Context: an optimization exercise on an open-source flow, tuned for small area, a short achievable clock period and few clock cycles. The choices shown serve that exercise and are no tape-out recipe. Only simulation tests tie the RTL to the original design; equivalence was not proved.

rev 12:
==> flow/design.v <==
module EC_TOP(
    clk, rst_n, in_valid,
    in_Px, in_Py, in_Qx, in_Qy, in_prime, in_a,
    out_valid, out_Rx, out_Ry
);
input clk, rst_n, in_valid;
input [5:0] in_Px, in_Py, in_Qx, in_Qy, in_prime, in_a;
output reg out_valid;
output [5:0] out_Rx, out_Ry;
localparam CUT = 8;
function [5:0] modred;
    input [13:0] x;
    input [5:0]  p;
    input integer rows;
    reg [14:0] r;
    reg [7:0] t;
    integer k;
    begin
        r = {1'b0, x};
        for (k = 7; k >= 0; k = k - 1)
            if (k < rows) begin
                t = {1'b0, r[k +: 7]} - {2'b0, p};
                if (!t[7]) r[k +: 7] = t[6:0];
            end
        modred = r[5:0];
    end
endfunction
function [5:0] modsub;
    input [5:0] x, y, p;
    reg [6:0] d;
    begin
        d = {1'b0, x} - {1'b0, y};
        if (d[6]) d = d + {1'b0, p};
        modsub = d[5:0];
    end
endfunction
function [11:0] square;
    input [5:0] x;
    integer i, j;
    reg [11:0] acc;
    begin
        acc = 12'd0;
        for (i = 0; i < 6; i = i + 1) begin
            acc = acc + ({11'd0, x[i]} << (2 * i));
            for (j = i + 1; j < 6; j = j + 1)
                acc = acc + ({11'd0, x[i] & x[j]} << (i + j + 1));
        end
        square = acc;
    end
endfunction
function [5:0] bound;
    input [5:0] x;
    input integer m;
    integer b;
    begin
        for (b = 0; b < 6; b = b + 1)
            bound[b] = (m >= (1 << b)) ? x[b] : 1'b0;
    end
endfunction
function [5:0] halfsub;
    input [5:0] xa, xb, p;
    reg [6:0] d;
    reg [7:0] t;
    begin
        d = {1'b0, xa} - {1'b0, xb};
        t = {d[6], d} + (d[0] ? {2'b0, p} : d[6] ? {1'b0, p, 1'b0} : 8'd0);
        halfsub = t[6:1];
    end
endfunction
function integer umax;
    input integer i;
    umax = (i == 0) ? 60 : (i < 7) ? 30 : (i == 7) ? 15 : (i == 8) ? 7 : 3;
endfunction
function integer vmax;
    input integer i;
    vmax = (i < 6) ? 61 : (i == 6) ? 29 : (i == 7) ? 9 : (i == 8) ? 5 : 3;
endfunction
wire [5:0] p = in_prime;
wire [5:0] Px = in_Px, Py = in_Py, Qx = in_Qx, Qy = in_Qy, a = in_a;
wire dbl = (Px == Qx);
wire [6:0]  pmx  = {1'b0, p} - {1'b0, Px};
wire [5:0]  h    = (pmx[5:0] < Px) ? pmx[5:0] : Px;
wire [11:0] h2   = square(h);
wire [5:0]  px2m = modred({2'b0, h2}, p, 4);
wire [7:0]  n3   = {2'b0, px2m} + {1'b0, px2m, 1'b0} + {2'b0, a};
wire [5:0]  numd = modred({6'b0, n3}, p, 2);
wire [5:0]  numa = modsub(Qy, Py, p);
wire [6:0]  py2  = {Py, 1'b0};
wire [7:0]  pyd  = {1'b0, py2} - {2'b0, p};
wire [5:0]  dend = pyd[7] ? py2[5:0] : pyd[5:0];
wire [5:0]  dena = modsub(Qx, Px, p);
wire [5:0]  num  = dbl ? numd : numa;
wire [5:0]  den  = dbl ? dend : dena;
function [23:0] step;
    input integer i;
    input [23:0] st;
    input [5:0] p;
    reg [5:0] u, v, x1, x2, xa, xb;
    reg [6:0] du, dv;
    reg swap;
    begin
        u = bound(st[23:18], umax(i));
        v = bound(st[17:12], vmax(i));
        x1 = st[11:6];
        x2 = st[5:0];
        du = {1'b0, u} - {1'b0, v};
        dv = {1'b0, v} - {1'b0, u};
        swap = u[0] & du[6];
        xa = swap ? x2 : x1;
        xb = u[0] ? (swap ? x1 : x2) : 6'd0;
        if (swap) begin
            x2 = x1;
            v = u;
        end
        x1 = halfsub(xa, xb, p);
        u = !u[0] ? u >> 1 : swap ? dv[6:1] : du[6:1];
        step = {u, v, x1, x2};
    end
endfunction
reg [23:0] sta;
integer ia;
always @(*) begin
    sta = {den, p, num, 6'd0};
    for (ia = 0; ia < CUT; ia = ia + 1)
        sta = step(ia, sta, p);
end
reg [23:0] st_r;
reg [5:0] p_r, px_r, py_r;
reg [6:0] cx_r;
always @(posedge clk) begin
    st_r <= sta;
    p_r  <= p;
    px_r <= Px;
    py_r <= Py;
    cx_r <= {p, 1'b0} - {1'b0, Px} - {1'b0, Qx};
end
always @(posedge clk or negedge rst_n) begin
    if (!rst_n) out_valid <= 1'b0;
    else        out_valid <= in_valid;
end
reg [23:0] stb;
integer ib;
always @(*) begin
    stb = st_r;
    for (ib = CUT; ib < 10; ib = ib + 1)
        stb = step(ib, stb, p_r);
end
wire [5:0] s = stb[5:0];
wire [11:0] s2  = square(s);
wire [5:0]  Rx  = modred({2'b0, s2} + {7'b0, cx_r}, p_r, 6);
wire [5:0]  e   = modsub(px_r, Rx, p_r);
wire [11:0] se  = s * e;
wire [5:0]  Ry  = modred({2'b0, se} + {8'b0, p_r} - {8'b0, py_r}, p_r, 6);
assign out_Rx = out_valid ? Rx : 6'd0;
assign out_Ry = out_valid ? Ry : 6'd0;
endmodule
Settings: LEC_CHECK=0, CAP_MARGIN=20, CORE_MARGIN=2, CORE_UTILIZATION=55, SLEW_MARGIN=20; clock period 160.0 ns.
standard.sh (not shown) runs the stock make flow with config.mk's settings and CLKGATE_MAP_FILE= SYNTH_SCRIPT=/design/flow/synth_recipe.tcl, a recipe that flattens the netlist after the stock synthesis.
==> flow/flow/run.sh <==
#!/bin/bash
# Own layout flow: the standard ORFS flow, with a different synthesis mapping:
#  - no full-adder cell extraction (adders stay plain gates for abc),
#  - abc with flow/abc.script: &deepsyn restructuring, then an area-oriented map with a delay target.
#  - every input and output port still gets a buffer, but a sky130_fd_sc_hd__buf_1
#    instead of the delay buffer buffer_ports picks by default.
# Registers, their names and everything else are as in the standard flow.
set -euo pipefail
W=$(pwd)
mkdir -p "$W/mysynth"
python3 - "$FLOW_HOME/scripts/synth.tcl" "$W/mysynth/synth.tcl" "$W/flow/abc.script" <<'PY'
import sys
src, dst, abc = sys.argv[1:]
s = open(src).read()
old = "  log_cmd abc {*}$abc_args\n"
assert s.count(old) == 1
s = s.replace(old, "  set abc_args [lreplace $abc_args 1 1 %s]\n%s" % (abc, old))
open(dst, "w").write(s)
PY
bash standard.sh SYNTH_SCRIPT="$W/flow/my_synth.tcl" MY_SYNTH_TCL="$W/mysynth/synth.tcl" \
    ADDER_MAP_FILE= BUFFER_PORTS_ARGS="-buffer_cell sky130_fd_sc_hd__buf_1" finish > "$W/flow_make.log" 2>&1
==> flow/flow/abc.script <==
strash
ifraig
scorr
dc2
dretime
strash
&get -n
&deepsyn -T 120
&put
dch -f
map -D 40000 -B 0.9
strash
dch -f
map -D 40000 -B 0.9
topo
stime -c
buffer -c
upsize -c -D 40000
dnsize -c -D 40000
==> flow/flow/my_synth.tcl <==
# The standard flow's synthesis wrapper (synth_recipe.tcl), sourcing a copy of ORFS's synth.tcl
# whose abc call uses flow/abc.script (see run.sh).
proc synth {args} { yosys synth -nofsm -noshare {*}$args }
source $::env(MY_SYNTH_TCL)
# left out here: clear keep_hierarchy, flatten, clean up, hide names made inside functions, write 1_2_yosys.v
Testbench counts of rev 12, summed over its fixed seeds: cycles 1,608.
[inputs] rev 13 vs rev 12
-- flow/flow/run.sh --
<<< rev 12, line 4
#  - abc with flow/abc.script: &deepsyn restructuring, then an area-oriented map with a delay target.
#  - every input and output port still gets a buffer, but a sky130_fd_sc_hd__buf_1
#    instead of the delay buffer buffer_ports picks by default.
>>> rev 13, line 4
#  - abc with flow/abc.script: &deepsyn restructuring, then an area-oriented map with a delay target.
#  - every input and output port still gets a buffer, but a sky130_fd_sc_hd__buf_2
#    instead of the delay buffer buffer_ports picks by default.
<<< rev 12, line 20
bash standard.sh SYNTH_SCRIPT="$W/flow/my_synth.tcl" MY_SYNTH_TCL="$W/mysynth/synth.tcl" \
    ADDER_MAP_FILE= BUFFER_PORTS_ARGS="-buffer_cell sky130_fd_sc_hd__buf_1" finish > "$W/flow_make.log" 2>&1
>>> rev 13, line 20
bash standard.sh SYNTH_SCRIPT="$W/flow/my_synth.tcl" MY_SYNTH_TCL="$W/mysynth/synth.tcl" \
    ADDER_MAP_FILE= BUFFER_PORTS_ARGS="-buffer_cell sky130_fd_sc_hd__buf_2" finish > "$W/flow_make.log" 2>&1
Findings:
- Rev 13 vs. rev 12: detailed-routing iteration count for the pre-antenna-repair pass saw an increase, worst setup slack after layout saw an increase, sequential share of layout area saw little to no change.

## static timing again, ports no longer ideal
No port has a modelled driver above. Below, the same layouts with a new extraction and two added sets of constraints.
Step 1, drivers: a clkbuf_16 drives clk and a buf_2 each remaining input, both assumed.
Step 2 times the ports against the registers' clock, not the clock port: input delays grow and output delays shrink by t, the midpoint of the rising clock arrivals with the driver on.
Slacks: ideal / step 1 / step 2; pairs: ideal / step 1.
run | t, ns | slack for setup (ns) | clock arrival spread, ns
rev 12 | 0.340 | 101.737 / 101.758 / 101.418 | 0.013 / 0.014
rev 13 | 0.333 | 101.756 / 101.780 / 101.448 | 0.005 / 0.005
After both steps setup and hold are still met in every run listed. For rev 12, which loses most, drivers alone change the setup slack by +0.021 ns; drivers and shift together by -0.319 ns.
